What follows belongs to an exercise in optimizing a design on an open flow for small area, a short achievable clock period and few clock cycles per item; a production flow would make more cautious choices.
Function was checked by simulation only, so behaviour that the tests miss may differ from the original.
Power and IR drop assume default switching activity.

## flow/run.sh

```bash
#!/bin/bash
# The standard ORFS layout, with repair_timing aiming for a larger setup
# slack than the default 0, so that paths well inside the clock period are
# still sped up. Constraints and clock period are the design's.
set -euo pipefail
bash standard.sh SETUP_SLACK_MARGIN=7.8 TNS_END_PERCENT=10 finish > standard.log 2>&1
```

## standard.sh

```bash
#!/bin/bash
# synth_recipe.tcl (not shown) runs the flow's synth.tcl, then flattens the netlist and writes it again
# the make line also repeats each setting of config.mk as NAME=value (left out here)
make -C /OpenROAD-flow-scripts/flow DESIGN_CONFIG=/design/flow/config.mk WORK_HOME=/design/flow/orfs CLKGATE_MAP_FILE= SYNTH_SCRIPT=/design/flow/synth_recipe.tcl "${@:-finish}"
```

## config.mk

```make
export PLATFORM = sky130hd
export DESIGN_NAME = xcorr
export DESIGN_NICKNAME = xcorr
export VERILOG_FILES = /design/flow/design.v
export SDC_FILE = /design/flow/constraint.sdc
export NUM_CORES = 4
export LEC_CHECK = 0
export CAP_MARGIN = 20
export CORE_MARGIN = 2
export CORE_UTILIZATION = 40
export PLACE_DENSITY = 0.6
export SLEW_MARGIN = 20
export SYNTH_MEMORY_MAX_BITS = 16384
```

## constraint.sdc

```tcl
create_clock -name core_clock -period 12.0 [get_ports {clk}]
set_input_delay 2.4000 -clock core_clock [delete_from_list [all_inputs] [get_ports {clk}]]
set_output_delay 2.4000 -clock core_clock [all_outputs]
set_load 0.01 [all_outputs]
```

## design.v

```verilog
module xcorr_sdp_ram #(parameter N = 256,
                       parameter DW = 18,
                       parameter NT = 31)
                      (input clk,
                       input shift,
                       input rot,
                       input [DW-1:0] din,
                       output [NT*DW-1:0] taps);
    reg [N*DW-1:0] mem;
    always @(posedge clk) begin
        if (shift)
            mem <= {mem[(N-1)*DW-1:0], rot ? mem[N*DW-1 -: DW] : din};
    end
    assign taps = mem[NT*DW-1:0];
endmodule
module xcorr_benc(input [17:0] b,
                  output [8:0] one,
                  output [8:0] two,
                  output [8:0] neg);
    wire [18:0] bx = {b, 1'b0};
    genvar j;
    generate
        for (j = 0; j < 9; j = j+1) begin : dig
            assign one[j] = bx[2*j+1] ^ bx[2*j];
            assign two[j] = (bx[2*j+2] & ~bx[2*j+1] & ~bx[2*j]) | (~bx[2*j+2] & bx[2*j+1] & bx[2*j]);
            assign neg[j] = bx[2*j+2];
        end
    endgenerate
endmodule
module xcorr_bmul(input [17:0] a,
                  input [8:0] one,
                  input [8:0] two,
                  input [8:0] neg,
                  output [35:0] s,
                  output [35:0] c);
    wire one0 = one[0];
    wire two0 = two[0];
    wire neg0 = neg[0];
    wire one1 = one[1];
    wire two1 = two[1];
    wire neg1 = neg[1];
    wire one2 = one[2];
    wire two2 = two[2];
    wire neg2 = neg[2];
    wire one3 = one[3];
    wire two3 = two[3];
    wire neg3 = neg[3];
    wire one4 = one[4];
    wire two4 = two[4];
    wire neg4 = neg[4];
    wire one5 = one[5];
    wire two5 = two[5];
    wire neg5 = neg[5];
    wire one6 = one[6];
    wire two6 = two[6];
    wire neg6 = neg[6];
    wire one7 = one[7];
    wire two7 = two[7];
    wire neg7 = neg[7];
    wire one8 = one[8];
    wire two8 = two[8];
    wire neg8 = neg[8];
    wire pp0_0 = (((one0 & a[0]) | (two0 & 1'b0)) ^ neg0);
    wire pp0_1 = (((one0 & a[1]) | (two0 & a[0])) ^ neg0);
    wire pp0_2 = (((one0 & a[2]) | (two0 & a[1])) ^ neg0);
    wire pp0_3 = (((one0 & a[3]) | (two0 & a[2])) ^ neg0);
    wire pp0_4 = (((one0 & a[4]) | (two0 & a[3])) ^ neg0);
    wire pp0_5 = (((one0 & a[5]) | (two0 & a[4])) ^ neg0);
    wire pp0_6 = (((one0 & a[6]) | (two0 & a[5])) ^ neg0);
    wire pp0_7 = (((one0 & a[7]) | (two0 & a[6])) ^ neg0);
    wire pp0_8 = (((one0 & a[8]) | (two0 & a[7])) ^ neg0);
    wire pp0_9 = (((one0 & a[9]) | (two0 & a[8])) ^ neg0);
    wire pp0_10 = (((one0 & a[10]) | (two0 & a[9])) ^ neg0);
    wire pp0_11 = (((one0 & a[11]) | (two0 & a[10])) ^ neg0);
    wire pp0_12 = (((one0 & a[12]) | (two0 & a[11])) ^ neg0);
    wire pp0_13 = (((one0 & a[13]) | (two0 & a[12])) ^ neg0);
    wire pp0_14 = (((one0 & a[14]) | (two0 & a[13])) ^ neg0);
    wire pp0_15 = (((one0 & a[15]) | (two0 & a[14])) ^ neg0);
    wire pp0_16 = (((one0 & a[16]) | (two0 & a[15])) ^ neg0);
    wire pp0_17 = (((one0 & a[17]) | (two0 & a[16])) ^ neg0);
    wire pp0_18 = ~(((one0 & a[17]) | (two0 & a[17])) ^ neg0);
    wire pp1_0 = (((one1 & a[0]) | (two1 & 1'b0)) ^ neg1);
    wire pp1_1 = (((one1 & a[1]) | (two1 & a[0])) ^ neg1);
    wire pp1_2 = (((one1 & a[2]) | (two1 & a[1])) ^ neg1);
    wire pp1_3 = (((one1 & a[3]) | (two1 & a[2])) ^ neg1);
    wire pp1_4 = (((one1 & a[4]) | (two1 & a[3])) ^ neg1);
    wire pp1_5 = (((one1 & a[5]) | (two1 & a[4])) ^ neg1);
    wire pp1_6 = (((one1 & a[6]) | (two1 & a[5])) ^ neg1);
    wire pp1_7 = (((one1 & a[7]) | (two1 & a[6])) ^ neg1);
    wire pp1_8 = (((one1 & a[8]) | (two1 & a[7])) ^ neg1);
    wire pp1_9 = (((one1 & a[9]) | (two1 & a[8])) ^ neg1);
    wire pp1_10 = (((one1 & a[10]) | (two1 & a[9])) ^ neg1);
    wire pp1_11 = (((one1 & a[11]) | (two1 & a[10])) ^ neg1);
    wire pp1_12 = (((one1 & a[12]) | (two1 & a[11])) ^ neg1);
    wire pp1_13 = (((one1 & a[13]) | (two1 & a[12])) ^ neg1);
    wire pp1_14 = (((one1 & a[14]) | (two1 & a[13])) ^ neg1);
    wire pp1_15 = (((one1 & a[15]) | (two1 & a[14])) ^ neg1);
    wire pp1_16 = (((one1 & a[16]) | (two1 & a[15])) ^ neg1);
    wire pp1_17 = (((one1 & a[17]) | (two1 & a[16])) ^ neg1);
    wire pp1_18 = ~(((one1 & a[17]) | (two1 & a[17])) ^ neg1);
    wire pp2_0 = (((one2 & a[0]) | (two2 & 1'b0)) ^ neg2);
    wire pp2_1 = (((one2 & a[1]) | (two2 & a[0])) ^ neg2);
    wire pp2_2 = (((one2 & a[2]) | (two2 & a[1])) ^ neg2);
    wire pp2_3 = (((one2 & a[3]) | (two2 & a[2])) ^ neg2);
    wire pp2_4 = (((one2 & a[4]) | (two2 & a[3])) ^ neg2);
    wire pp2_5 = (((one2 & a[5]) | (two2 & a[4])) ^ neg2);
    wire pp2_6 = (((one2 & a[6]) | (two2 & a[5])) ^ neg2);
    wire pp2_7 = (((one2 & a[7]) | (two2 & a[6])) ^ neg2);
    wire pp2_8 = (((one2 & a[8]) | (two2 & a[7])) ^ neg2);
    wire pp2_9 = (((one2 & a[9]) | (two2 & a[8])) ^ neg2);
    wire pp2_10 = (((one2 & a[10]) | (two2 & a[9])) ^ neg2);
    wire pp2_11 = (((one2 & a[11]) | (two2 & a[10])) ^ neg2);
    wire pp2_12 = (((one2 & a[12]) | (two2 & a[11])) ^ neg2);
    wire pp2_13 = (((one2 & a[13]) | (two2 & a[12])) ^ neg2);
    wire pp2_14 = (((one2 & a[14]) | (two2 & a[13])) ^ neg2);
    wire pp2_15 = (((one2 & a[15]) | (two2 & a[14])) ^ neg2);
    wire pp2_16 = (((one2 & a[16]) | (two2 & a[15])) ^ neg2);
    wire pp2_17 = (((one2 & a[17]) | (two2 & a[16])) ^ neg2);
    wire pp2_18 = ~(((one2 & a[17]) | (two2 & a[17])) ^ neg2);
    wire pp3_0 = (((one3 & a[0]) | (two3 & 1'b0)) ^ neg3);
    wire pp3_1 = (((one3 & a[1]) | (two3 & a[0])) ^ neg3);
    wire pp3_2 = (((one3 & a[2]) | (two3 & a[1])) ^ neg3);
    wire pp3_3 = (((one3 & a[3]) | (two3 & a[2])) ^ neg3);
    wire pp3_4 = (((one3 & a[4]) | (two3 & a[3])) ^ neg3);
    wire pp3_5 = (((one3 & a[5]) | (two3 & a[4])) ^ neg3);
    wire pp3_6 = (((one3 & a[6]) | (two3 & a[5])) ^ neg3);
    wire pp3_7 = (((one3 & a[7]) | (two3 & a[6])) ^ neg3);
    wire pp3_8 = (((one3 & a[8]) | (two3 & a[7])) ^ neg3);
    wire pp3_9 = (((one3 & a[9]) | (two3 & a[8])) ^ neg3);
    wire pp3_10 = (((one3 & a[10]) | (two3 & a[9])) ^ neg3);
    wire pp3_11 = (((one3 & a[11]) | (two3 & a[10])) ^ neg3);
    wire pp3_12 = (((one3 & a[12]) | (two3 & a[11])) ^ neg3);
    wire pp3_13 = (((one3 & a[13]) | (two3 & a[12])) ^ neg3);
    wire pp3_14 = (((one3 & a[14]) | (two3 & a[13])) ^ neg3);
    wire pp3_15 = (((one3 & a[15]) | (two3 & a[14])) ^ neg3);
    wire pp3_16 = (((one3 & a[16]) | (two3 & a[15])) ^ neg3);
    wire pp3_17 = (((one3 & a[17]) | (two3 & a[16])) ^ neg3);
    wire pp3_18 = ~(((one3 & a[17]) | (two3 & a[17])) ^ neg3);
    wire pp4_0 = (((one4 & a[0]) | (two4 & 1'b0)) ^ neg4);
    wire pp4_1 = (((one4 & a[1]) | (two4 & a[0])) ^ neg4);
    wire pp4_2 = (((one4 & a[2]) | (two4 & a[1])) ^ neg4);
    wire pp4_3 = (((one4 & a[3]) | (two4 & a[2])) ^ neg4);
    wire pp4_4 = (((one4 & a[4]) | (two4 & a[3])) ^ neg4);
    wire pp4_5 = (((one4 & a[5]) | (two4 & a[4])) ^ neg4);
    wire pp4_6 = (((one4 & a[6]) | (two4 & a[5])) ^ neg4);
    wire pp4_7 = (((one4 & a[7]) | (two4 & a[6])) ^ neg4);
    wire pp4_8 = (((one4 & a[8]) | (two4 & a[7])) ^ neg4);
    wire pp4_9 = (((one4 & a[9]) | (two4 & a[8])) ^ neg4);
    wire pp4_10 = (((one4 & a[10]) | (two4 & a[9])) ^ neg4);
    wire pp4_11 = (((one4 & a[11]) | (two4 & a[10])) ^ neg4);
    wire pp4_12 = (((one4 & a[12]) | (two4 & a[11])) ^ neg4);
    wire pp4_13 = (((one4 & a[13]) | (two4 & a[12])) ^ neg4);
    wire pp4_14 = (((one4 & a[14]) | (two4 & a[13])) ^ neg4);
    wire pp4_15 = (((one4 & a[15]) | (two4 & a[14])) ^ neg4);
    wire pp4_16 = (((one4 & a[16]) | (two4 & a[15])) ^ neg4);
    wire pp4_17 = (((one4 & a[17]) | (two4 & a[16])) ^ neg4);
    wire pp4_18 = ~(((one4 & a[17]) | (two4 & a[17])) ^ neg4);
    wire pp5_0 = (((one5 & a[0]) | (two5 & 1'b0)) ^ neg5);
    wire pp5_1 = (((one5 & a[1]) | (two5 & a[0])) ^ neg5);
    wire pp5_2 = (((one5 & a[2]) | (two5 & a[1])) ^ neg5);
    wire pp5_3 = (((one5 & a[3]) | (two5 & a[2])) ^ neg5);
    wire pp5_4 = (((one5 & a[4]) | (two5 & a[3])) ^ neg5);
    wire pp5_5 = (((one5 & a[5]) | (two5 & a[4])) ^ neg5);
    wire pp5_6 = (((one5 & a[6]) | (two5 & a[5])) ^ neg5);
    wire pp5_7 = (((one5 & a[7]) | (two5 & a[6])) ^ neg5);
    wire pp5_8 = (((one5 & a[8]) | (two5 & a[7])) ^ neg5);
    wire pp5_9 = (((one5 & a[9]) | (two5 & a[8])) ^ neg5);
    wire pp5_10 = (((one5 & a[10]) | (two5 & a[9])) ^ neg5);
    wire pp5_11 = (((one5 & a[11]) | (two5 & a[10])) ^ neg5);
    wire pp5_12 = (((one5 & a[12]) | (two5 & a[11])) ^ neg5);
    wire pp5_13 = (((one5 & a[13]) | (two5 & a[12])) ^ neg5);
    wire pp5_14 = (((one5 & a[14]) | (two5 & a[13])) ^ neg5);
    wire pp5_15 = (((one5 & a[15]) | (two5 & a[14])) ^ neg5);
    wire pp5_16 = (((one5 & a[16]) | (two5 & a[15])) ^ neg5);
    wire pp5_17 = (((one5 & a[17]) | (two5 & a[16])) ^ neg5);
    wire pp5_18 = ~(((one5 & a[17]) | (two5 & a[17])) ^ neg5);
    wire pp6_0 = (((one6 & a[0]) | (two6 & 1'b0)) ^ neg6);
    wire pp6_1 = (((one6 & a[1]) | (two6 & a[0])) ^ neg6);
    wire pp6_2 = (((one6 & a[2]) | (two6 & a[1])) ^ neg6);
    wire pp6_3 = (((one6 & a[3]) | (two6 & a[2])) ^ neg6);
    wire pp6_4 = (((one6 & a[4]) | (two6 & a[3])) ^ neg6);
    wire pp6_5 = (((one6 & a[5]) | (two6 & a[4])) ^ neg6);
    wire pp6_6 = (((one6 & a[6]) | (two6 & a[5])) ^ neg6);
    wire pp6_7 = (((one6 & a[7]) | (two6 & a[6])) ^ neg6);
    wire pp6_8 = (((one6 & a[8]) | (two6 & a[7])) ^ neg6);
    wire pp6_9 = (((one6 & a[9]) | (two6 & a[8])) ^ neg6);
    wire pp6_10 = (((one6 & a[10]) | (two6 & a[9])) ^ neg6);
    wire pp6_11 = (((one6 & a[11]) | (two6 & a[10])) ^ neg6);
    wire pp6_12 = (((one6 & a[12]) | (two6 & a[11])) ^ neg6);
    wire pp6_13 = (((one6 & a[13]) | (two6 & a[12])) ^ neg6);
    wire pp6_14 = (((one6 & a[14]) | (two6 & a[13])) ^ neg6);
    wire pp6_15 = (((one6 & a[15]) | (two6 & a[14])) ^ neg6);
    wire pp6_16 = (((one6 & a[16]) | (two6 & a[15])) ^ neg6);
    wire pp6_17 = (((one6 & a[17]) | (two6 & a[16])) ^ neg6);
    wire pp6_18 = ~(((one6 & a[17]) | (two6 & a[17])) ^ neg6);
    wire pp7_0 = (((one7 & a[0]) | (two7 & 1'b0)) ^ neg7);
    wire pp7_1 = (((one7 & a[1]) | (two7 & a[0])) ^ neg7);
    wire pp7_2 = (((one7 & a[2]) | (two7 & a[1])) ^ neg7);
    wire pp7_3 = (((one7 & a[3]) | (two7 & a[2])) ^ neg7);
    wire pp7_4 = (((one7 & a[4]) | (two7 & a[3])) ^ neg7);
    wire pp7_5 = (((one7 & a[5]) | (two7 & a[4])) ^ neg7);
    wire pp7_6 = (((one7 & a[6]) | (two7 & a[5])) ^ neg7);
    wire pp7_7 = (((one7 & a[7]) | (two7 & a[6])) ^ neg7);
    wire pp7_8 = (((one7 & a[8]) | (two7 & a[7])) ^ neg7);
    wire pp7_9 = (((one7 & a[9]) | (two7 & a[8])) ^ neg7);
    wire pp7_10 = (((one7 & a[10]) | (two7 & a[9])) ^ neg7);
    wire pp7_11 = (((one7 & a[11]) | (two7 & a[10])) ^ neg7);
    wire pp7_12 = (((one7 & a[12]) | (two7 & a[11])) ^ neg7);
    wire pp7_13 = (((one7 & a[13]) | (two7 & a[12])) ^ neg7);
    wire pp7_14 = (((one7 & a[14]) | (two7 & a[13])) ^ neg7);
    wire pp7_15 = (((one7 & a[15]) | (two7 & a[14])) ^ neg7);
    wire pp7_16 = (((one7 & a[16]) | (two7 & a[15])) ^ neg7);
    wire pp7_17 = (((one7 & a[17]) | (two7 & a[16])) ^ neg7);
    wire pp7_18 = ~(((one7 & a[17]) | (two7 & a[17])) ^ neg7);
    wire pp8_0 = (((one8 & a[0]) | (two8 & 1'b0)) ^ neg8);
    wire pp8_1 = (((one8 & a[1]) | (two8 & a[0])) ^ neg8);
    wire pp8_2 = (((one8 & a[2]) | (two8 & a[1])) ^ neg8);
    wire pp8_3 = (((one8 & a[3]) | (two8 & a[2])) ^ neg8);
    wire pp8_4 = (((one8 & a[4]) | (two8 & a[3])) ^ neg8);
    wire pp8_5 = (((one8 & a[5]) | (two8 & a[4])) ^ neg8);
    wire pp8_6 = (((one8 & a[6]) | (two8 & a[5])) ^ neg8);
    wire pp8_7 = (((one8 & a[7]) | (two8 & a[6])) ^ neg8);
    wire pp8_8 = (((one8 & a[8]) | (two8 & a[7])) ^ neg8);
    wire pp8_9 = (((one8 & a[9]) | (two8 & a[8])) ^ neg8);
    wire pp8_10 = (((one8 & a[10]) | (two8 & a[9])) ^ neg8);
    wire pp8_11 = (((one8 & a[11]) | (two8 & a[10])) ^ neg8);
    wire pp8_12 = (((one8 & a[12]) | (two8 & a[11])) ^ neg8);
    wire pp8_13 = (((one8 & a[13]) | (two8 & a[12])) ^ neg8);
    wire pp8_14 = (((one8 & a[14]) | (two8 & a[13])) ^ neg8);
    wire pp8_15 = (((one8 & a[15]) | (two8 & a[14])) ^ neg8);
    wire pp8_16 = (((one8 & a[16]) | (two8 & a[15])) ^ neg8);
    wire pp8_17 = (((one8 & a[17]) | (two8 & a[16])) ^ neg8);
    wire pp8_18 = ~(((one8 & a[17]) | (two8 & a[17])) ^ neg8);
    wire s1 = pp0_16 ^ pp1_14;
    wire c2 = pp0_16 & pp1_14;
    wire s3 = pp0_17 ^ pp1_15;
    wire c4 = pp0_17 & pp1_15;
    wire s5 = pp0_18 ^ pp1_16 ^ pp2_14;
    wire c6 = (pp0_18 & pp1_16) | (pp0_18 & pp2_14) | (pp1_16 & pp2_14);
    wire s7 = pp1_17 ^ pp2_15;
    wire c8 = pp1_17 & pp2_15;
    wire s9 = pp0_10 ^ pp1_8;
    wire c10 = pp0_10 & pp1_8;
    wire s11 = pp0_11 ^ pp1_9;
    wire c12 = pp0_11 & pp1_9;
    wire s13 = pp0_12 ^ pp1_10 ^ pp2_8;
    wire c14 = (pp0_12 & pp1_10) | (pp0_12 & pp2_8) | (pp1_10 & pp2_8);
    wire s15 = pp3_6 ^ pp4_4;
    wire c16 = pp3_6 & pp4_4;
    wire s17 = pp0_13 ^ pp1_11 ^ pp2_9;
    wire c18 = (pp0_13 & pp1_11) | (pp0_13 & pp2_9) | (pp1_11 & pp2_9);
    wire s19 = pp3_7 ^ pp4_5;
    wire c20 = pp3_7 & pp4_5;
    wire s21 = pp0_14 ^ pp1_12 ^ pp2_10;
    wire c22 = (pp0_14 & pp1_12) | (pp0_14 & pp2_10) | (pp1_12 & pp2_10);
    wire s23 = pp3_8 ^ pp4_6 ^ pp5_4;
    wire c24 = (pp3_8 & pp4_6) | (pp3_8 & pp5_4) | (pp4_6 & pp5_4);
    wire s25 = pp6_2 ^ pp7_0;
    wire c26 = pp6_2 & pp7_0;
    wire s27 = pp0_15 ^ pp1_13 ^ pp2_11;
    wire c28 = (pp0_15 & pp1_13) | (pp0_15 & pp2_11) | (pp1_13 & pp2_11);
    wire s29 = pp3_9 ^ pp4_7 ^ pp5_5;
    wire c30 = (pp3_9 & pp4_7) | (pp3_9 & pp5_5) | (pp4_7 & pp5_5);
    wire s31 = pp6_3 ^ pp7_1;
    wire c32 = pp6_3 & pp7_1;
    wire s33 = s1 ^ pp2_12 ^ pp3_10;
    wire c34 = (s1 & pp2_12) | (s1 & pp3_10) | (pp2_12 & pp3_10);
    wire s35 = pp4_8 ^ pp5_6 ^ pp6_4;
    wire c36 = (pp4_8 & pp5_6) | (pp4_8 & pp6_4) | (pp5_6 & pp6_4);
    wire s37 = pp7_2 ^ pp8_0 ^ neg8;
    wire c38 = (pp7_2 & pp8_0) | (pp7_2 & neg8) | (pp8_0 & neg8);
    wire s39 = c2 ^ s3 ^ pp2_13;
    wire c40 = (c2 & s3) | (c2 & pp2_13) | (s3 & pp2_13);
    wire s41 = pp3_11 ^ pp4_9 ^ pp5_7;
    wire c42 = (pp3_11 & pp4_9) | (pp3_11 & pp5_7) | (pp4_9 & pp5_7);
    wire s43 = pp6_5 ^ pp7_3 ^ pp8_1;
    wire c44 = (pp6_5 & pp7_3) | (pp6_5 & pp8_1) | (pp7_3 & pp8_1);
    wire s45 = c4 ^ s5 ^ pp3_12;
    wire c46 = (c4 & s5) | (c4 & pp3_12) | (s5 & pp3_12);
    wire s47 = pp4_10 ^ pp5_8 ^ pp6_6;
    wire c48 = (pp4_10 & pp5_8) | (pp4_10 & pp6_6) | (pp5_8 & pp6_6);
    wire s49 = pp7_4 ^ pp8_2 ^ 1'b1;
    wire c50 = (pp7_4 & pp8_2) | (pp7_4 & 1'b1) | (pp8_2 & 1'b1);
    wire s51 = c6 ^ s7 ^ pp3_13;
    wire c52 = (c6 & s7) | (c6 & pp3_13) | (s7 & pp3_13);
    wire s53 = pp4_11 ^ pp5_9 ^ pp6_7;
    wire c54 = (pp4_11 & pp5_9) | (pp4_11 & pp6_7) | (pp5_9 & pp6_7);
    wire s55 = pp7_5 ^ pp8_3 ^ 1'b1;
    wire c56 = (pp7_5 & pp8_3) | (pp7_5 & 1'b1) | (pp8_3 & 1'b1);
    wire s57 = c8 ^ pp1_18 ^ pp2_16;
    wire c58 = (c8 & pp1_18) | (c8 & pp2_16) | (pp1_18 & pp2_16);
    wire s59 = pp3_14 ^ pp4_12 ^ pp5_10;
    wire c60 = (pp3_14 & pp4_12) | (pp3_14 & pp5_10) | (pp4_12 & pp5_10);
    wire s61 = pp6_8 ^ pp7_6 ^ pp8_4;
    wire c62 = (pp6_8 & pp7_6) | (pp6_8 & pp8_4) | (pp7_6 & pp8_4);
    wire s63 = pp2_17 ^ pp3_15 ^ pp4_13;
    wire c64 = (pp2_17 & pp3_15) | (pp2_17 & pp4_13) | (pp3_15 & pp4_13);
    wire s65 = pp5_11 ^ pp6_9 ^ pp7_7;
    wire c66 = (pp5_11 & pp6_9) | (pp5_11 & pp7_7) | (pp6_9 & pp7_7);
    wire s67 = pp8_5 ^ 1'b1;
    wire c68 = pp8_5 & 1'b1;
    wire s69 = pp2_18 ^ pp3_16 ^ pp4_14;
    wire c70 = (pp2_18 & pp3_16) | (pp2_18 & pp4_14) | (pp3_16 & pp4_14);
    wire s71 = pp5_12 ^ pp6_10 ^ pp7_8;
    wire c72 = (pp5_12 & pp6_10) | (pp5_12 & pp7_8) | (pp6_10 & pp7_8);
    wire s73 = pp3_17 ^ pp4_15 ^ pp5_13;
    wire c74 = (pp3_17 & pp4_15) | (pp3_17 & pp5_13) | (pp4_15 & pp5_13);
    wire s75 = pp6_11 ^ pp7_9;
    wire c76 = pp6_11 & pp7_9;
    wire s77 = pp3_18 ^ pp4_16 ^ pp5_14;
    wire c78 = (pp3_18 & pp4_16) | (pp3_18 & pp5_14) | (pp4_16 & pp5_14);
    wire s79 = pp4_17 ^ pp5_15;
    wire c80 = pp4_17 & pp5_15;
    wire s81 = pp0_6 ^ pp1_4;
    wire c82 = pp0_6 & pp1_4;
    wire s83 = pp0_7 ^ pp1_5;
    wire c84 = pp0_7 & pp1_5;
    wire s85 = pp0_8 ^ pp1_6 ^ pp2_4;
    wire c86 = (pp0_8 & pp1_6) | (pp0_8 & pp2_4) | (pp1_6 & pp2_4);
    wire s87 = pp3_2 ^ pp4_0;
    wire c88 = pp3_2 & pp4_0;
    wire s89 = pp0_9 ^ pp1_7 ^ pp2_5;
    wire c90 = (pp0_9 & pp1_7) | (pp0_9 & pp2_5) | (pp1_7 & pp2_5);
    wire s91 = pp3_3 ^ pp4_1;
    wire c92 = pp3_3 & pp4_1;
    wire s93 = s9 ^ pp2_6 ^ pp3_4;
    wire c94 = (s9 & pp2_6) | (s9 & pp3_4) | (pp2_6 & pp3_4);
    wire s95 = pp4_2 ^ pp5_0 ^ neg5;
    wire c96 = (pp4_2 & pp5_0) | (pp4_2 & neg5) | (pp5_0 & neg5);
    wire s97 = c10 ^ s11 ^ pp2_7;
    wire c98 = (c10 & s11) | (c10 & pp2_7) | (s11 & pp2_7);
    wire s99 = pp3_5 ^ pp4_3 ^ pp5_1;
    wire c100 = (pp3_5 & pp4_3) | (pp3_5 & pp5_1) | (pp4_3 & pp5_1);
    wire s101 = c12 ^ s13 ^ s15;
    wire c102 = (c12 & s13) | (c12 & s15) | (s13 & s15);
    wire s103 = pp5_2 ^ pp6_0 ^ neg6;
    wire c104 = (pp5_2 & pp6_0) | (pp5_2 & neg6) | (pp6_0 & neg6);
    wire s105 = c14 ^ c16 ^ s17;
    wire c106 = (c14 & c16) | (c14 & s17) | (c16 & s17);
    wire s107 = s19 ^ pp5_3 ^ pp6_1;
    wire c108 = (s19 & pp5_3) | (s19 & pp6_1) | (pp5_3 & pp6_1);
    wire s109 = c18 ^ c20 ^ s21;
    wire c110 = (c18 & c20) | (c18 & s21) | (c20 & s21);
    wire s111 = s23 ^ s25 ^ neg7;
    wire c112 = (s23 & s25) | (s23 & neg7) | (s25 & neg7);
    wire s113 = c22 ^ c24 ^ c26;
    wire c114 = (c22 & c24) | (c22 & c26) | (c24 & c26);
    wire s115 = s27 ^ s29 ^ s31;
    wire c116 = (s27 & s29) | (s27 & s31) | (s29 & s31);
    wire s117 = c28 ^ c30 ^ c32;
    wire c118 = (c28 & c30) | (c28 & c32) | (c30 & c32);
    wire s119 = s33 ^ s35 ^ s37;
    wire c120 = (s33 & s35) | (s33 & s37) | (s35 & s37);
    wire s121 = c34 ^ c36 ^ c38;
    wire c122 = (c34 & c36) | (c34 & c38) | (c36 & c38);
    wire s123 = s39 ^ s41 ^ s43;
    wire c124 = (s39 & s41) | (s39 & s43) | (s41 & s43);
    wire s125 = c40 ^ c42 ^ c44;
    wire c126 = (c40 & c42) | (c40 & c44) | (c42 & c44);
    wire s127 = s45 ^ s47 ^ s49;
    wire c128 = (s45 & s47) | (s45 & s49) | (s47 & s49);
    wire s129 = c46 ^ c48 ^ c50;
    wire c130 = (c46 & c48) | (c46 & c50) | (c48 & c50);
    wire s131 = s51 ^ s53 ^ s55;
    wire c132 = (s51 & s53) | (s51 & s55) | (s53 & s55);
    wire s133 = c52 ^ c54 ^ c56;
    wire c134 = (c52 & c54) | (c52 & c56) | (c54 & c56);
    wire s135 = s57 ^ s59 ^ s61;
    wire c136 = (s57 & s59) | (s57 & s61) | (s59 & s61);
    wire s137 = c58 ^ c60 ^ c62;
    wire c138 = (c58 & c60) | (c58 & c62) | (c60 & c62);
    wire s139 = s63 ^ s65 ^ s67;
    wire c140 = (s63 & s65) | (s63 & s67) | (s65 & s67);
    wire s141 = c64 ^ c66 ^ c68;
    wire c142 = (c64 & c66) | (c64 & c68) | (c66 & c68);
    wire s143 = s69 ^ s71 ^ pp8_6;
    wire c144 = (s69 & s71) | (s69 & pp8_6) | (s71 & pp8_6);
    wire s145 = c70 ^ c72 ^ s73;
    wire c146 = (c70 & c72) | (c70 & s73) | (c72 & s73);
    wire s147 = s75 ^ pp8_7 ^ 1'b1;
    wire c148 = (s75 & pp8_7) | (s75 & 1'b1) | (pp8_7 & 1'b1);
    wire s149 = c74 ^ c76 ^ s77;
    wire c150 = (c74 & c76) | (c74 & s77) | (c76 & s77);
    wire s151 = pp6_12 ^ pp7_10 ^ pp8_8;
    wire c152 = (pp6_12 & pp7_10) | (pp6_12 & pp8_8) | (pp7_10 & pp8_8);
    wire s153 = c78 ^ s79 ^ pp6_13;
    wire c154 = (c78 & s79) | (c78 & pp6_13) | (s79 & pp6_13);
    wire s155 = pp7_11 ^ pp8_9 ^ 1'b1;
    wire c156 = (pp7_11 & pp8_9) | (pp7_11 & 1'b1) | (pp8_9 & 1'b1);
    wire s157 = c80 ^ pp4_18 ^ pp5_16;
    wire c158 = (c80 & pp4_18) | (c80 & pp5_16) | (pp4_18 & pp5_16);
    wire s159 = pp6_14 ^ pp7_12 ^ pp8_10;
    wire c160 = (pp6_14 & pp7_12) | (pp6_14 & pp8_10) | (pp7_12 & pp8_10);
    wire s161 = pp5_17 ^ pp6_15 ^ pp7_13;
    wire c162 = (pp5_17 & pp6_15) | (pp5_17 & pp7_13) | (pp6_15 & pp7_13);
    wire s163 = pp8_11 ^ 1'b1;
    wire c164 = pp8_11 & 1'b1;
    wire s165 = pp5_18 ^ pp6_16 ^ pp7_14;
    wire c166 = (pp5_18 & pp6_16) | (pp5_18 & pp7_14) | (pp6_16 & pp7_14);
    wire s167 = pp6_17 ^ pp7_15;
    wire c168 = pp6_17 & pp7_15;
    wire s169 = pp0_4 ^ pp1_2;
    wire c170 = pp0_4 & pp1_2;
    wire s171 = pp0_5 ^ pp1_3;
    wire c172 = pp0_5 & pp1_3;
    wire s173 = s81 ^ pp2_2 ^ pp3_0;
    wire c174 = (s81 & pp2_2) | (s81 & pp3_0) | (pp2_2 & pp3_0);
    wire s175 = c82 ^ s83 ^ pp2_3;
    wire c176 = (c82 & s83) | (c82 & pp2_3) | (s83 & pp2_3);
    wire s177 = c84 ^ s85 ^ s87;
    wire c178 = (c84 & s85) | (c84 & s87) | (s85 & s87);
    wire s179 = c86 ^ c88 ^ s89;
    wire c180 = (c86 & c88) | (c86 & s89) | (c88 & s89);
    wire s181 = c90 ^ c92 ^ s93;
    wire c182 = (c90 & c92) | (c90 & s93) | (c92 & s93);
    wire s183 = c94 ^ c96 ^ s97;
    wire c184 = (c94 & c96) | (c94 & s97) | (c96 & s97);
    wire s185 = c98 ^ c100 ^ s101;
    wire c186 = (c98 & c100) | (c98 & s101) | (c100 & s101);
    wire s187 = c102 ^ c104 ^ s105;
    wire c188 = (c102 & c104) | (c102 & s105) | (c104 & s105);
    wire s189 = c106 ^ c108 ^ s109;
    wire c190 = (c106 & c108) | (c106 & s109) | (c108 & s109);
    wire s191 = c110 ^ c112 ^ s113;
    wire c192 = (c110 & c112) | (c110 & s113) | (c112 & s113);
    wire s193 = c114 ^ c116 ^ s117;
    wire c194 = (c114 & c116) | (c114 & s117) | (c116 & s117);
    wire s195 = c118 ^ c120 ^ s121;
    wire c196 = (c118 & c120) | (c118 & s121) | (c120 & s121);
    wire s197 = c122 ^ c124 ^ s125;
    wire c198 = (c122 & c124) | (c122 & s125) | (c124 & s125);
    wire s199 = c126 ^ c128 ^ s129;
    wire c200 = (c126 & c128) | (c126 & s129) | (c128 & s129);
    wire s201 = c130 ^ c132 ^ s133;
    wire c202 = (c130 & c132) | (c130 & s133) | (c132 & s133);
    wire s203 = c134 ^ c136 ^ s137;
    wire c204 = (c134 & c136) | (c134 & s137) | (c136 & s137);
    wire s205 = c138 ^ c140 ^ s141;
    wire c206 = (c138 & c140) | (c138 & s141) | (c140 & s141);
    wire s207 = c142 ^ c144 ^ s145;
    wire c208 = (c142 & c144) | (c142 & s145) | (c144 & s145);
    wire s209 = c146 ^ c148 ^ s149;
    wire c210 = (c146 & c148) | (c146 & s149) | (c148 & s149);
    wire s211 = c150 ^ c152 ^ s153;
    wire c212 = (c150 & c152) | (c150 & s153) | (c152 & s153);
    wire s213 = c154 ^ c156 ^ s157;
    wire c214 = (c154 & c156) | (c154 & s157) | (c156 & s157);
    wire s215 = c158 ^ c160 ^ s161;
    wire c216 = (c158 & c160) | (c158 & s161) | (c160 & s161);
    wire s217 = c162 ^ c164 ^ s165;
    wire c218 = (c162 & c164) | (c162 & s165) | (c164 & s165);
    wire s219 = c166 ^ s167 ^ pp8_13;
    wire c220 = (c166 & s167) | (c166 & pp8_13) | (s167 & pp8_13);
    wire s221 = c168 ^ pp6_18 ^ pp7_16;
    wire c222 = (c168 & pp6_18) | (c168 & pp7_16) | (pp6_18 & pp7_16);
    wire s223 = pp7_17 ^ pp8_15;
    wire c224 = pp7_17 & pp8_15;
    wire s225 = pp0_2 ^ pp1_0;
    wire c226 = pp0_2 & pp1_0;
    wire s227 = pp0_3 ^ pp1_1;
    wire c228 = pp0_3 & pp1_1;
    wire s229 = s169 ^ pp2_0 ^ neg2;
    wire c230 = (s169 & pp2_0) | (s169 & neg2) | (pp2_0 & neg2);
    wire s231 = c170 ^ s171 ^ pp2_1;
    wire c232 = (c170 & s171) | (c170 & pp2_1) | (s171 & pp2_1);
    wire s233 = c172 ^ s173 ^ neg3;
    wire c234 = (c172 & s173) | (c172 & neg3) | (s173 & neg3);
    wire s235 = c174 ^ s175 ^ pp3_1;
    wire c236 = (c174 & s175) | (c174 & pp3_1) | (s175 & pp3_1);
    wire s237 = c176 ^ s177 ^ neg4;
    wire c238 = (c176 & s177) | (c176 & neg4) | (s177 & neg4);
    wire s239 = c178 ^ s179 ^ s91;
    wire c240 = (c178 & s179) | (c178 & s91) | (s179 & s91);
    wire s241 = c180 ^ s181 ^ s95;
    wire c242 = (c180 & s181) | (c180 & s95) | (s181 & s95);
    wire s243 = c182 ^ s183 ^ s99;
    wire c244 = (c182 & s183) | (c182 & s99) | (s183 & s99);
    wire s245 = c184 ^ s185 ^ s103;
    wire c246 = (c184 & s185) | (c184 & s103) | (s185 & s103);
    wire s247 = c186 ^ s187 ^ s107;
    wire c248 = (c186 & s187) | (c186 & s107) | (s187 & s107);
    wire s249 = c188 ^ s189 ^ s111;
    wire c250 = (c188 & s189) | (c188 & s111) | (s189 & s111);
    wire s251 = c190 ^ s191 ^ s115;
    wire c252 = (c190 & s191) | (c190 & s115) | (s191 & s115);
    wire s253 = c192 ^ s193 ^ s119;
    wire c254 = (c192 & s193) | (c192 & s119) | (s193 & s119);
    wire s255 = c194 ^ s195 ^ s123;
    wire c256 = (c194 & s195) | (c194 & s123) | (s195 & s123);
    wire s257 = c196 ^ s197 ^ s127;
    wire c258 = (c196 & s197) | (c196 & s127) | (s197 & s127);
    wire s259 = c198 ^ s199 ^ s131;
    wire c260 = (c198 & s199) | (c198 & s131) | (s199 & s131);
    wire s261 = c200 ^ s201 ^ s135;
    wire c262 = (c200 & s201) | (c200 & s135) | (s201 & s135);
    wire s263 = c202 ^ s203 ^ s139;
    wire c264 = (c202 & s203) | (c202 & s139) | (s203 & s139);
    wire s265 = c204 ^ s205 ^ s143;
    wire c266 = (c204 & s205) | (c204 & s143) | (s205 & s143);
    wire s267 = c206 ^ s207 ^ s147;
    wire c268 = (c206 & s207) | (c206 & s147) | (s207 & s147);
    wire s269 = c208 ^ s209 ^ s151;
    wire c270 = (c208 & s209) | (c208 & s151) | (s209 & s151);
    wire s271 = c210 ^ s211 ^ s155;
    wire c272 = (c210 & s211) | (c210 & s155) | (s211 & s155);
    wire s273 = c212 ^ s213 ^ s159;
    wire c274 = (c212 & s213) | (c212 & s159) | (s213 & s159);
    wire s275 = c214 ^ s215 ^ s163;
    wire c276 = (c214 & s215) | (c214 & s163) | (s215 & s163);
    wire s277 = c216 ^ s217 ^ pp8_12;
    wire c278 = (c216 & s217) | (c216 & pp8_12) | (s217 & pp8_12);
    wire s279 = c218 ^ s219 ^ 1'b1;
    wire c280 = (c218 & s219) | (c218 & 1'b1) | (s219 & 1'b1);
    wire s281 = c220 ^ s221 ^ pp8_14;
    wire c282 = (c220 & s221) | (c220 & pp8_14) | (s221 & pp8_14);
    wire s283 = c222 ^ s223 ^ 1'b1;
    wire c284 = (c222 & s223) | (c222 & 1'b1) | (s223 & 1'b1);
    wire s285 = c224 ^ pp7_18 ^ pp8_16;
    wire c286 = (c224 & pp7_18) | (c224 & pp8_16) | (pp7_18 & pp8_16);
    wire s287 = pp8_17 ^ 1'b1;
    wire c288 = pp8_17 & 1'b1;
    assign s = {1'b0, c288, c286, c284, c282, c280, c278, c276, c274, c272, c270, c268, c266, c264, c262, c260, c258, c256, c254, c252, c250, c248, c246, c244, c242, c240, c238, c236, c234, c232, c230, c228, c226, s225, pp0_1, pp0_0};
    assign c = {1'b0, pp8_18, s287, s285, s283, s281, s279, s277, s275, s273, s271, s269, s267, s265, s263, s261, s259, s257, s255, s253, s251, s249, s247, s245, s243, s241, s239, s237, s235, s233, s231, s229, s227, neg1, 1'b0, neg0};
endmodule
module mic_data_store #(parameter N = 256,
                        parameter AW = 8,
                        parameter NT = 31)
                       (input clk,
                        input rst_n,
                        input signed [17:0]mic_1,
                        input start,
                        input finish_left_or_right,
                        input step,
                        input drain,
                        input rot,
                        output reg p0_v,
                        output reg p1_v,
                        output [NT*18-1:0]taps,
                        output output_done_flag);
    reg start_temp;
    reg start_flag;
    reg done_flag;
    reg [AW-1:0]ada_cnt;
    assign output_done_flag = done_flag;
    always @(posedge clk or negedge rst_n)begin
        if (!rst_n)
            start_temp <= 0;
        else
            start_temp <= start;
    end
    always @(posedge clk or negedge rst_n)begin
        if (!rst_n)begin
            start_flag <= 0;
            done_flag  <= 0;
        end
        else if (!start_temp&start&!start_flag&!done_flag) 
            start_flag <= 1'b1;
        else if (start_flag&finish_left_or_right&(ada_cnt == N-1))
        begin
            start_flag <= 1'b0;
            done_flag  <= 1'b1;
        end
    end
    always @(posedge clk or negedge rst_n)begin
        if (!rst_n)
            ada_cnt <= 0;
        else if (start_flag)
        begin
            if (finish_left_or_right)
                ada_cnt <= ada_cnt+1'b1;
        end
        else
            ada_cnt <= 0;
    end
    wire take = start_flag & finish_left_or_right;
    reg [17:0] p0_d;
    reg [17:0] p1_d;
    wire pop = p0_v & (step | drain | p1_v);
    always @(posedge clk or negedge rst_n)begin
        if (!rst_n)begin
            p0_v <= 0;
            p1_v <= 0;
        end
        else if (pop)begin
            p0_v <= p1_v | take;
            p1_v <= p1_v & take;
        end
        else if (!p0_v)
            p0_v <= take;
        else
            p1_v <= take;
    end
    always @(posedge clk)begin
        p1_d <= mic_1;
        if (pop)
            p0_d <= p1_v ? p1_d : mic_1;
        else if (!p0_v)
            p0_d <= mic_1;
    end
    reg sh_r;
    reg rot_r;
    reg [17:0] din_r;
    always @(posedge clk or negedge rst_n)begin
        if (!rst_n)begin
            sh_r  <= 0;
            rot_r <= 0;
        end
        else begin
            sh_r  <= pop | rot;
            rot_r <= rot;
        end
    end
    always @(posedge clk)
        din_r <= p0_d;
    xcorr_sdp_ram #(.N(N), .DW(18), .NT(NT)) ram_inst(
    .clk(clk),
    .shift(sh_r),
    .rot(rot_r),
    .din(din_r),
    .taps(taps)
    );
endmodule
module xcorr(input clk,
             input rst_n,
             input start_flag,
             input finish_left,
             input finish_right,
             input signed[17:0]mic_1,
             input signed[17:0]mic_2,
             output reg[5:0]sequence_num,
             output reg finished,
             output reg finished_temp1);
    localparam N    = 256;          
    localparam AW   = 8;            
    localparam MAXS = 30;           
    localparam NT   = MAXS+1;       
    localparam AccW = 36+AW;        
    localparam NM   = 8;            
    reg finished_temp;
    always @(posedge clk or negedge rst_n) begin
        if (!rst_n)
        begin
            finished_temp  <= 0;
            finished_temp1 <= 0;
        end
        else
        begin
            finished_temp  <= finished;
            finished_temp1 <= finished_temp;
        end
    end
    wire p0_v1, p1_v1, p0_v2, p1_v2;
    wire done1, done2;
    wire [NT*18-1:0] t1;
    wire [NT*18-1:0] t2;
    reg [2:0] fc;           
    reg issuing;            
    reg [AW:0] kn;          
    reg [AW-1:0] k;         
    reg brk;                
    reg fb;                 
    wire can_start = (!issuing | (fc == 3'd7)) & ((kn == 0) | (fc == 3'd7)) & !kn[AW];
    wire ev_s = !brk & !fb & p0_v1 & p0_v2 & can_start;
    wire ev_f = fb & can_start;
    wire ev   = ev_s | ev_f;
    mic_data_store #(.N(N), .AW(AW), .NT(NT)) mic_data_store_inst1(
    .clk(clk),
    .rst_n(rst_n),
    .mic_1(mic_1),
    .start(start_flag),
    .finish_left_or_right(finish_right),
    .step(ev_s),
    .drain(brk),
    .rot(ev_f),
    .p0_v(p0_v1),
    .p1_v(p1_v1),
    .taps(t1),
    .output_done_flag(done1));
    mic_data_store #(.N(N), .AW(AW), .NT(NT)) mic_data_store_inst2(
    .clk(clk),
    .rst_n(rst_n),
    .mic_1(mic_2),
    .start(start_flag),
    .finish_left_or_right(finish_left),
    .step(ev_s),
    .drain(brk),
    .rot(ev_f),
    .p0_v(p0_v2),
    .p1_v(p1_v2),
    .taps(t2),
    .output_done_flag(done2));
    always @(posedge clk or negedge rst_n) begin
        if (!rst_n)
        begin
            fc      <= 0;
            issuing <= 0;
            kn      <= 0;
            k       <= 0;
            brk     <= 0;
            fb      <= 0;
        end
        else
        begin
            fc <= ev ? 3'd0 : fc+3'd1;
            if (ev)
                issuing <= 1'b1;
            else if (fc == 3'd7)
                issuing <= 1'b0;
            if (ev)
                k <= kn[AW-1:0];
            if (!fb & (p1_v1 | p1_v2) & !ev_s)
                brk <= 1'b1;
            if (brk & !fb & done1 & done2 & !p0_v1 & !p0_v2)
            begin
                fb <= 1'b1;
                kn <= 0;
            end
            else if (ev)
                kn <= kn+1'b1;
        end
    end
    reg [7:0] oh;
    reg [AW-1:0] ki;
    reg first_step;         
    reg last_o, last_p, last_a, last_b;
    wire last_i = (oh != 0) & (ki == N-1);
    always @(posedge clk or negedge rst_n) begin
        if (!rst_n)
        begin
            oh         <= 0;
            ki         <= 0;
            first_step <= 0;
            last_o     <= 0;
            last_p     <= 0;
            last_a     <= 0;
            last_b     <= 0;
        end
        else
        begin
            oh <= issuing ? (8'd1 << fc) : 8'd0;
            ki <= k;
            if (ev)
                first_step <= (kn == 0);
            else if (fc == 3'd7)
                first_step <= 1'b0;
            last_o <= last_i;
            last_p <= last_o;
            last_a <= last_p;
            last_b <= last_a;
        end
    end
    wire [MAXS:0] kge;
    genvar g;
    generate
        for (g = 0; g <= MAXS; g = g+1) begin : kg
            assign kge[g] = (ki >= g);
        end
    endgenerate
    wire [NM*AccW-1:0] head;    
    localparam LW = 22;               
    localparam HW = AccW-LW;
    genvar m;
    generate
        for (m = 0; m < NM; m = m+1) begin : mac
            reg [17:0] opa;
            reg [8:0] bone;
            reg [8:0] btwo;
            reg [8:0] bneg;
            reg [35:0] ps;
            reg [35:0] pc;
            reg [35-LW:0] hs;
            reg [35-LW:0] hc;
            reg [1:0] cy;
            reg [AccW-1:0] acc [0:7];
            wire [35:0] ms;
            wire [35:0] mc;
            wire [8:0] eone;
            wire [8:0] etwo;
            wire [8:0] eneg;
            reg [17:0] a_n;
            reg [17:0] b_n;
            integer c, l;
            always @(*) begin
                a_n = 0;
                b_n = 0;
                for (c = 0; c < 8; c = c+1) begin
                    l = 8*c+m;
                    if (l <= MAXS) begin
                        a_n = a_n | (t2[17:0] & {18{oh[c]}});
                        b_n = b_n | (t1[18*l +: 18] & {18{oh[c] & kge[l]}});
                    end
                    else if (l <= 2*MAXS) begin
                        a_n = a_n | (t1[17:0] & {18{oh[c]}});
                        b_n = b_n | (t2[18*(l-MAXS) +: 18] & {18{oh[c] & kge[l-MAXS]}});
                    end
                end
            end
            xcorr_benc enc(.b(b_n), .one(eone), .two(etwo), .neg(eneg));
            xcorr_bmul mul(.a(opa), .one(bone), .two(btwo), .neg(bneg), .s(ms), .c(mc));
            wire [LW+1:0] lo = {2'b00, acc[7][LW-1:0]} + {2'b00, ps[LW-1:0]} + {2'b00, pc[LW-1:0]};
            wire [HW-1:0] hi = acc[0][AccW-1:LW] + {{(HW-36+LW){1'b0}}, hs}
                               + {{(HW-36+LW){1'b0}}, hc} + {{(HW-2){1'b0}}, cy}
                               - {{(HW-36+LW){1'b0}}, 1'b1, {(35-LW){1'b0}}};
            always @(posedge clk) begin
                opa    <= a_n;
                bone   <= eone;
                btwo   <= etwo;
                bneg   <= eneg;
                ps     <= ms;
                pc     <= mc;
                hs     <= ps[35:LW];
                hc     <= pc[35:LW];
                cy     <= lo[LW+1:LW];
                acc[0] <= {acc[7][AccW-1:LW], lo[LW-1:0]};
                acc[1] <= {hi, acc[0][LW-1:0]};
                acc[2] <= acc[1];
                acc[3] <= acc[2];
                acc[4] <= acc[3];
                acc[5] <= acc[4] & {AccW{~first_step}};
                acc[6] <= acc[5];
                acc[7] <= acc[6];
            end
            assign head[m*AccW +: AccW] = acc[1];
        end
    endgenerate
    reg v1, v2, v3;
    reg signed [AccW-1:0] w1 [0:3];
    reg [3:0] i1;
    reg signed [AccW-1:0] w2 [0:1];
    reg [1:0] i2hi;
    reg [1:0] i2lo;
    reg signed [AccW-1:0] w3;
    reg [2:0] i3;
    reg [2:0] grp;
    reg signed [AccW-1:0] best;
    reg [5:0] bidx;
    wire signed [AccW-1:0] h0 = head[0*AccW +: AccW];
    wire signed [AccW-1:0] h1 = head[1*AccW +: AccW];
    wire signed [AccW-1:0] h2 = head[2*AccW +: AccW];
    wire signed [AccW-1:0] h3 = head[3*AccW +: AccW];
    wire signed [AccW-1:0] h4 = head[4*AccW +: AccW];
    wire signed [AccW-1:0] h5 = head[5*AccW +: AccW];
    wire signed [AccW-1:0] h6 = head[6*AccW +: AccW];
    wire signed [AccW-1:0] h7 = head[7*AccW +: AccW];
    wire s10 = h1 > h0;
    wire s11 = h3 > h2;
    wire s12 = h5 > h4;
    wire s13 = h7 > h6;
    wire s20 = w1[1] > w1[0];
    wire s21 = w1[3] > w1[2];
    wire s3  = w2[1] > w2[0];
    wire sb  = w3 > best;
    wire [5:0] nidx = {grp, i3};
    always @(posedge clk) begin
        w1[0] <= s10 ? h1 : h0;
        w1[1] <= s11 ? h3 : h2;
        w1[2] <= s12 ? h5 : h4;
        w1[3] <= s13 ? h7 : h6;
        i1    <= {s13, s12, s11, s10};
        w2[0] <= s20 ? w1[1] : w1[0];
        w2[1] <= s21 ? w1[3] : w1[2];
        i2lo  <= {s21 ? i1[3] : i1[2], s20 ? i1[1] : i1[0]};
        i2hi  <= {s21, s20};
        w3    <= s3 ? w2[1] : w2[0];
        i3    <= s3 ? {1'b1, i2hi[1], i2lo[1]} : {1'b0, i2hi[0], i2lo[0]};
    end
    always @(posedge clk or negedge rst_n) begin
        if (!rst_n)
        begin
            v1           <= 0;
            v2           <= 0;
            v3           <= 0;
            grp          <= 0;
            best         <= 0;
            bidx         <= 0;
            finished     <= 0;
            sequence_num <= 0;
        end
        else
        begin
            v1 <= last_b;
            v2 <= v1;
            v3 <= v2;
            if (ev & (kn == N-1))
            begin
                grp  <= 0;
                best <= 0;
                bidx <= 0;
            end
            else if (v3)
            begin
                grp <= grp+3'd1;
                if (sb)
                begin
                    best <= w3;
                    bidx <= nidx;
                end
                if (grp == 3'd7)
                begin
                    finished     <= 1'b1;
                    sequence_num <= sb ? nidx : bidx;
                end
            end
        end
    end
endmodule
```

==> impl_metrics.tcl, run 1 <==
set metrics [dict create \
    dpl.hpwl_mm 581.6 \
    die_area_um2 1169000 \
    ios 49 \
    drcViolationCount 0 \
    r2r_slack_ns 7.78 \
    rsz0062_at_grt "yes" \
    syn-cell-area_um2 464100 \
    setup_violations 0 \
    antenna_found_initial 58 \
    path_clk_slew_ns 0.07 \
    worstSetupPathType "flip-flop to flip-flop" \
    ys_seq_elements 13640 \
    fillers 97540 \
    avgRoutedWirePerCell_um 22.33 \
    synthFlopType "edfxtp_1" \
    clock_skew_ns 0.1233 \
    max-vdd-ir-drop_mv 0.1575 \
    max_stage_delay_ns 0.62 \
    crit_slowest_cell "dfxtp_4" \
    synth_enable_flop_cells 9252 \
    grt_max_degree 215 \
    final.period_utilization 0.3513 \
    rr_worst_depth 10 \
    gp_congestion 0.8647 \
    holdWs_ns 0.2582 \
    path_buf_inv 3 \
    antenna_left 0 \
    track_usage 0.1602 \
    grt-ovfl-total 0 \
    clock.fmax_mhz 237.2 \
    ctsHoldBuffers 0 \
    total_power_w 0.09982 \
    p_leak_nw 168.6 \
    port_buffers 48 \
    cp-end-kind "flip-flop" \
    required_ns 13.13 \
    yosys_warnings 13 \
    layout.nets 28630 \
    tns_ns 0 \
    cts_tree "built" \
    clockRootBuffer "clkbuf_16" \
    start_util 0.4011 \
    worstSkewPairLatency_ns 1.28 \
    synth_nets 27750 \
    timing.final.crit_period_ns 4.216 \
    slew_headroom 0.1251 \
    cp_max_fo 54 \
    area_growth_pct 14.08 \
    numCtsBuffers 1414 \
    worstHoldPathType "flip-flop to flip-flop" \
    crit_path_start_kind "flip-flop" \
    drt_iter0_markers 20560 \
    seq_area_frac_synth 0.7895 \
    async_flop_share 0.01004 \
    yosysUniqueCellTypes 84 \
    vias 209700 \
    min_delay_path_depth 0 \
    min-delay-start "mac[0].acc[2][26]$_DFF_P_" \
    die_x_mm 1.081 \
    first_pass_iters 8 \
    hold_viol_final 0 \
    path_cells "buf_8 > a22oi_1 > xnor2_1 > fa_1 > fa_1 > inv_1 > fa_1 > fa_1 > inv_1 > fa_1" \
    die_h_mm 1.081 \
    wirelength_mm 958.3 \
    grt_pass1_wl_mm 1408 \
    cts.sink_count 13640 \
    whs_endpoint "mac[0].acc[3][26]$_DFF_P_" \
    outcome "complete, no violations" \
    grt_pass1_vias 213100 \
    worstMarginPinSlew_ns 1.312 \
    core_um2 1157000 \
    r2r-start "mac[2].opa[15]$_DFF_P_" \
    powerDensity_nw_per_um2 188.5 \
    drv_slew 0 \
    arrival_ns 5.35 \
    drive_above_1_share 0.1109 \
    maxCapViolCount 0 \
    h-tree-depth 7 \
    crit_family "adder cells" \
    avgSynthCellArea_um2 18.23 \
    vias_per_cell 4.887 \
    r2r_end "mac[1].pc[19]$_DFF_P_" \
    cp_common_cell "fa_1" \
    synthesis.instances 25460 \
    row_count 395 \
    cts_buffer_depth 6 \
]
-- synth_stat cells, types with 30 or more instances --
| master | n | area [um^2] |
|---|---|---|
| a21oi_1 | 331 | 1657 |
| nand4_1 | 94 | 588.1 |
| xor2_1 | 605 | 5299 |
| and3_1 | 64 | 400.4 |
| nand3_1 | 186 | 930.9 |
| dfxtp_1 | 4253 | 85140 |
| ha_1 | 1077 | 13480 |
| nor3_1 | 100 | 500.5 |
| nor2_1 | 254 | 953.4 |
| o21a_1 | 51 | 382.9 |
| mux2i_1 | 40 | 400.4 |
| dfrtp_1 | 137 | 3428 |
| a211oi_1 | 36 | 270.3 |
| a22oi_1 | 1377 | 10340 |
| nor2b_1 | 422 | 2640 |
| a221oi_1 | 47 | 411.6 |
| a21o_1 | 212 | 1592 |
| and2_1 | 45 | 281.5 |
| clkbuf_1 | 696 | 2613 |
| nand2b_1 | 57 | 356.6 |
| mux2_2 | 402 | 4527 |
| inv_1 | 1757 | 6595 |
| a22o_1 | 111 | 972.2 |
| edfxtp_1 | 9252 | 277800 |
| fa_1 | 1176 | 23540 |
| buf_2 | 30 | 150.1 |
| o21ai_0 | 282 | 1411 |
| a222oi_1 | 170 | 1702 |
| xnor2_1 | 1147 | 10050 |
| o21bai_1 | 41 | 307.8 |
| buf_1 | 201 | 754.5 |
| nand2_1 | 444 | 1667 |
-- routing by layer --
metal  vias to the layer above  global-route usage  part of all wire
li1                      93960                   -                 -
met1                    107000              0.2251              0.44
met2                      6505              0.2391              0.44
met3                      2195             0.03544             0.069
met4                         8             0.07336             0.051
met5                         -                   0          0.000063
-- placed cells by master, fill, tap and decap left out, drive strengths merged, types with 118 or more instances in the layout --
cell,synthesis,layout
xnor2,1147,1147
inv,1765,1830
xor2,605,605
buf,248,365
nand2,444,444
clkbuf,696,1766
edfxtp,9252,9252
nand3,186,186
bufinv,0,118
a21oi,338,338
mux2,402,402
dfxtp,4253,4253
ha,1077,1077
a21o,212,212
dfrtp,137,137
o21ai,286,286
a22oi,1377,1377
a222oi,170,170
fa,1176,1176
clkinv,0,479
nor2,256,256
nor2b,422,422
-- where the power goes --
part | internal (W) | total [W] | leakage (nW) | switching [W]
registers | 0.0525 | 0.0533 | 102 | 0.000835
clock network | 0.0249 | 0.0423 | 22.0 | 0.0174
logic | 0.00114 | 0.00421 | 44.2 | 0.00307
-- how the worst max path moves through the flow --
| stage | from | end | cells past startpoint | slack [ns] |
|---|---|---|---|---|
| 2_1_floorplan | mic_data_store_inst1.sh_r$_DFF_PN0_ | mic_data_store_inst1.ram_inst.mem[0]$_DFFE_PP_ | 0 | -19.74 |
| 3_3_place_gp | mac[3].hs[1]$_DFF_P_ | mac[3].acc[1][43]$_DFF_P_ | 16 | 6.93 |
| 3_5_place_dp | mac[2].opa[15]$_DFF_P_ | mac[1].pc[19]$_DFF_P_ | 10 | 6.98 |
| 4_1_cts | mac[0].hs[1]$_DFF_P_ | mac[0].acc[1][43]$_DFF_P_ | 15 | 7.65 |
| 5_1_grt | mac[3].hc[1]$_DFF_P_ | mac[3].acc[1][43]$_DFF_P_ | 17 | 7.62 |
| 6_report | mac[2].opa[15]$_DFF_P_ | mac[1].pc[19]$_DFF_P_ | 10 | 7.78 |
-- what timing repair did --
item                       in CTS  in global routing
cloned                          0                  0
pin swaps                       8                 20
setup endpoints to repair     206                990
resized for setup              90                 73
setup buffers                   6                 13
-- cells by family (layout without fill, tap and decap cells) --
logic type | count (synthesis) | in the layout | synth area share
flip-flops | 13640 | 13640 | 0.7895
multiplexers | 442 | 442 | 0.01062
other | 0 | 30 | 0
AO/OA/AOI/OAI | 2880 | 2880 | 0.04518
buffers and inverters | 2709 | 4643 | 0.02220
adder cells (fa/ha/maj) | 2253 | 2253 | 0.07976
AND/OR/NAND/NOR | 1782 | 1782 | 0.01973
XOR/XNOR | 1752 | 1752 | 0.03306
-- sequential cells by signal, indices dropped and copies added (netlist names), 54 cells and up --
signal / flops
mac.acc: 2816
mac.bneg: 72
mac.bone: 72
mac.btwo: 72
mac.hc: 104
mac.hs: 104
mac.opa: 54
mac.pc: 272
mac.ps: 280
mic_data_store_inst1.ram_inst.mem: 4608
mic_data_store_inst2.ram_inst.mem: 4608
w1: 176
w2: 88
-- metrics by stage --
stage / setup WS, ns / utilization / instance area (um^2) / cells
floorplan: -19.74 / - / 464100 / 25460
global placement: 6.930 / 0.4182 / 483800 / 40380
detailed placement: 6.976 / 0.4182 / 483900 / 40380
CTS: 7.645 / 0.4572 / 528900 / 42860
global route: 7.618 / 0.4576 / 529400 / 42880
finish: 7.784 / 0.4576 / 529400 / 42910
-- layout make-up --
type	count	area (um^2)	share of cell area
Clock inverter	708	6957	0.01314
Multi-Input combinational cell	9109	88120	0.1664
Tap cell	15480	19370	0.03659
Antenna cell	30	75.07	0.0001418
Sequential cell	13640	366500	0.6922
Timing Repair Buffer	404	3959	0.007477
Inverter	1765	6625	0.01251
Clock buffer	1766	37850	0.07149
Testbench counts, summed over its fixed seeds: cycles 66,016, items 32.
==> run 2: changes to the inputs <==
--- a/design.v
+++ b/design.v
@@ -769,6 +769,5 @@
             reg [35:0] ps;
             reg [35:0] pc;
-            reg [35-LW:0] hs;
-            reg [35-LW:0] hc;
+            reg [HW-1:0] hsum;
             reg [1:0] cy;
             reg [AccW-1:0] acc [0:7];
@@ -799,7 +798,8 @@
             xcorr_bmul mul(.a(opa), .one(bone), .two(btwo), .neg(bneg), .s(ms), .c(mc));
             wire [LW+1:0] lo = {2'b00, acc[7][LW-1:0]} + {2'b00, ps[LW-1:0]} + {2'b00, pc[LW-1:0]};
-            wire [HW-1:0] hi = acc[0][AccW-1:LW] + {{(HW-36+LW){1'b0}}, hs}
-                               + {{(HW-36+LW){1'b0}}, hc} + {{(HW-2){1'b0}}, cy}
-                               - {{(HW-36+LW){1'b0}}, 1'b1, {(35-LW){1'b0}}};
+            wire [HW-1:0] hsum_n = {{(HW-36+LW){1'b0}}, ps[35:LW]}
+                                   + {{(HW-36+LW){1'b0}}, pc[35:LW]}
+                                   - {{(HW-36+LW){1'b0}}, 1'b1, {(35-LW){1'b0}}};
+            wire [HW-1:0] hi = acc[0][AccW-1:LW] + hsum + {{(HW-2){1'b0}}, cy};
             always @(posedge clk) begin
                 opa    <= a_n;
@@ -809,6 +809,5 @@
                 ps     <= ms;
                 pc     <= mc;
-                hs     <= ps[35:LW];
-                hc     <= pc[35:LW];
+                hsum   <= hsum_n;
                 cy     <= lo[LW+1:LW];
                 acc[0] <= {acc[7][AccW-1:LW], lo[LW-1:0]};
==> flow/run.sh (replaced) <==
#!/bin/bash
# The standard ORFS layout, with three changes to how it is made:
# - repair_timing aims for a larger setup slack than the default 0, so
#   that paths well inside the clock period are still sped up;
# - clock tree synthesis adds no dummy loads;
# - the port buffers are buf_4 cells rather than the default delay cells.
# Constraints and clock period are the design's.
set -euo pipefail
bash standard.sh SETUP_SLACK_MARGIN=8.2 TNS_END_PERCENT=10 \
    "CTS_ARGS=-sink_clustering_enable -repair_clock_nets -dont_use_dummy_load" \
    "BUFFER_PORTS_ARGS=-buffer_cell sky130_fd_sc_hd__buf_4" \
    finish > standard.log 2>&1
--- a/config.mk
+++ b/config.mk
@@ -8,6 +8,6 @@
 export CAP_MARGIN = 20
 export CORE_MARGIN = 2
-export CORE_UTILIZATION = 40
-export PLACE_DENSITY = 0.6
+export CORE_UTILIZATION = 50
+export PLACE_DENSITY = 0.7
 export SLEW_MARGIN = 20
 export SYNTH_MEMORY_MAX_BITS = 16384
==> run 2 against run 1 <==
Against the previous run: die area down 20%; area after synthesis about the same; fmax up 4.1%; first-iteration DRC count up 11%; hold slack worse by 0.025 ns; global-route usage up 4.2 points; count of clock-buffer cells in the layout down 457; sequential cell count down 88; sequential power about the same; core utilization up 9.9 points; final cell count down 9.6%; critical endpoint is now mac[5].btwo[6]$_DFF_P_.
==> impl_metrics.tcl, run 2 <==
set metrics [dict create \
    outcome "complete, no violations" \
    clockRootBuffer "clkbuf_16" \
    total_power_w 0.09173 \
    cp_common_cell "o21ai_0" \
    r2r-start "ki[2]$_DFF_PN0_" \
    synth.largest_area_cell "edfxtp_1" \
    avgRoutedWirePerCell_um 25.16 \
    yosysTopAreaCellShare 0.5985 \
    rsz0062_at_grt "yes" \
    crit_slowest_cell "and2_2" \
    path_clk_slew_ns 0.06 \
    gp_congestion 0.8920 \
    antenna_left 0 \
    drv_slew 0 \
    ios 49 \
    vias_per_cell 5.446 \
    synth_enable_flop_cells 9252 \
    rr_worst_depth 9 \
    max-vdd-ir-drop_mv 0.1634 \
    drive_above_1_share 0.09038 \
    syn-cell-area_um2 464200 \
    crit_path_start_kind "flip-flop" \
    yosysMostFrequentCell "edfxtp_1" \
    cts.sink_count 13550 \
    layout.nets 28810 \
    die_x_um 967.6 \
    core_um2 924900 \
    die_area_um2 936200 \
    wirelength_mm 975.8 \
    cts_tree "built" \
    start_util 0.5019 \
    max_stage_delay_ns 0.89 \
    whs_endpoint "mac[4].acc[3][8]$_DFF_P_" \
    final.period_utilization 0.3377 \
    r2r_end "mac[5].btwo[6]$_DFF_P_" \
    p_leak_nw 163.3 \
    track_usage 0.2021 \
    vias 211300 \
    grt_pass1_wl_mm 1416 \
    setup_violations 0 \
    min_delay_path_depth 0 \
    drcViolationCount 0 \
    cts_buffer_depth 5 \
    required_ns 12.88 \
    yosysUniqueCellTypes 91 \
    first_pass_iters 9 \
    finalNonFillerCells 38790 \
    path_cells "a21oi_1 > o21ai_0 > and2_2 > nor2b_4 > buf_4 > a22oi_1 > nand3_1 > nand2b_1 > o21ai_0" \
    timing.final.crit_period_ns 4.052 \
    r2r_slack_ns 7.95 \
    worstHoldPathType "flip-flop to flip-flop" \
    ctsHoldBuffers 0 \
    ys_seq_elements 13550 \
    seq_area_frac_synth 0.7855 \
    synth.area.top_cells "edfxtp_1 (60%), dfxtp_1 (18%), fa_1 (4.7%), ha_1 (3.2%), a22oi_1 (2.3%)" \
    cp_max_fo 19 \
    die_h_um 967.6 \
    dp_cells 37390 \
    slew_headroom 0.1869 \
    async_flop_share 0.01011 \
    holdWs_ns 0.2332 \
    antenna_found_initial 63 \
    port_buffers 48 \
    avgSynthCellArea_um2 18.05 \
    dpl.hpwl_mm 571.8 \
    synthesis.instances 25710 \
    yosys_warnings 13 \
    min-delay-start "mac[4].acc[2][8]$_DFF_P_" \
    hold_viol_final 0 \
    area_growth_pct 10.82 \
    synth_nets 28010 \
    synthFlopType "edfxtp_1" \
    worstSkewPairLatency_ns 1.17 \
    numCtsBuffers 1309 \
    maxCapViolCount 0 \
    row_count 353 \
    synthTopCellsByCount "edfxtp_1 (9252), dfxtp_1 (4165), inv_1 (1602)" \
    final_common_cell "edfxtp_1" \
    grt_pass1_vias 215200 \
    grt_max_degree 218 \
    most-common-layout-cells "edfxtp_1 (9252), dfxtp_1 (4052), inv_1 (1602)" \
    cp-end-kind "flip-flop" \
    drt_iter0_markers 22790 \
    h-tree-depth 7 \
    arrival_ns 4.94 \
    worstMarginPinSlew_ns 1.220 \
    tns_ns 0 \
    clock_skew_ns 0.1639 \
    clock.fmax_mhz 246.8 \
    largestRegisters "mic_data_store_inst1.ram_inst.mem: 4608 flops, mic_data_store_inst2.ram_inst.mem: 4608 flops, mac.acc: 2816 flops" \
    grt-ovfl-total 0 \
    worstSetupPathType "flip-flop to flip-flop" \
    powerDensity_nw_per_um2 178.3 \
]
-- run 2: area by class of cell --
class | count | area [um^2]
fillers | 69150 | 410400
inverters | 1610 | 6043
diodes | 34 | 85.08
multi-input cells | 9611 | 90800
clock buffers | 1309 | 32760
well taps | 12250 | 15320
repair buffers | 426 | 4581
flip-flops and latches | 13550 | 364900
-- run 2: worst max path at each step --
| stage | cells past startpoint | startpoint | slack [ns] | end |
|---|---|---|---|---|
| global placement | 11 | mac[2].acc[1][6]$_DFF_P_ | 6.92 | w1[1][5]$_DFF_P_ |
| floorplan | 0 | mic_data_store_inst1.sh_r$_DFF_PN0_ | -19.74 | mic_data_store_inst1.ram_inst.mem[0]$_DFFE_PP_ |
| CTS | 1 | sequence_num[1]$_DFFE_PN0P_ | 7.88 | sequence_num[1] |
| detailed placement | 11 | mac[2].acc[1][6]$_DFF_P_ | 6.96 | w1[1][5]$_DFF_P_ |
| finish | 9 | ki[2]$_DFF_PN0_ | 7.95 | mac[5].btwo[6]$_DFF_P_ |
| global route | 3 | mic_data_store_inst1.sh_r$_DFF_PN0_ | 7.86 | mic_data_store_inst1.ram_inst.mem[2300]$_DFFE_PP_ |
-- run 2: repair_timing --
| action | CTS | global route |
|---|---|---|
| cloned | 13 | 3 |
| pin swaps | 0 | 5 |
| gates resized for setup | 141 | 121 |
| endpoints found under the setup margin | 1414 | 3820 |
| setup buffers | 13 | 19 |
-- run 2: critical path, delay by kind of cell, from the launching register on --
family,cells,cell delay [ns]
simple gates,4,1.99
flops,1,0.73
buf+inv,1,0.51
compound gates,4,0.60
-- run 2: layer usage --
layer  track usage  routed length, um  up-vias
met3       0.04356              76060     2121
met5             0                 57        -
li1              -                  -    94010
met1        0.2828             411100   107300
met4       0.09344              50010       10
met2        0.3061             438500     7860
-- run 2: logic make-up (layout without fill, tap and decap cells) --
| group | Yosys count | count (layout) | synth area share |
|---|---|---|---|
| xor gates and xnor gates | 1810 | 1810 | 0.03415 |
| buffers and inverters | 2549 | 3345 | 0.02077 |
| muxes | 448 | 450 | 0.01108 |
| other | 0 | 34 | 0 |
| AOI/OAI and AO/OA | 3097 | 3097 | 0.04815 |
| and+or+nand+nor | 1993 | 1993 | 0.02186 |
| adders and majority gates | 2261 | 2261 | 0.07853 |
| DFF | 13550 | 13550 | 0.7855 |
-- run 2: report_power, final --
part | internal [W] | switching, W
registers | 0.0522 | 0.000836
clock network | 0.0191 | 0.0157
logic | 0.00102 | 0.00291
-- run 2: through the flow --
stage | utilization | worst slack [ns] | instance area (um^2)
floorplan | - | -19.74 | 464200
global placement | 0.5187 | 6.923 | 479800
detailed placement | 0.5188 | 6.964 | 479800
CTS | 0.5553 | 7.883 | 513500
global route | 0.5562 | 7.863 | 514400
finish | 0.5562 | 7.948 | 514400
Testbench counts of run 2, summed over its fixed seeds: cycles 66,016, items 32.

==> port drivers added, routing unchanged <==
The flow's constraints put no driver on any port. The routed layouts listed below were extracted and timed again, unchanged, in two steps. Step 1 assumes that a clkbuf_16 drives the clock port and a buf_2 every other input. Step 2 also shifts input and output timing later by t, the mid clock arrival at the registers, as if the neighbouring blocks saw the same clock. Slacks: no drivers / after step 1 / after step 2; pairs: no drivers / after step 1.
run	t, ns	slack for setup (ns)
run 1	1.370	7.784 / 7.654 / 7.784
run 2	1.224	7.948 / 7.872 / 7.948
After both steps every run listed still meets setup and hold.
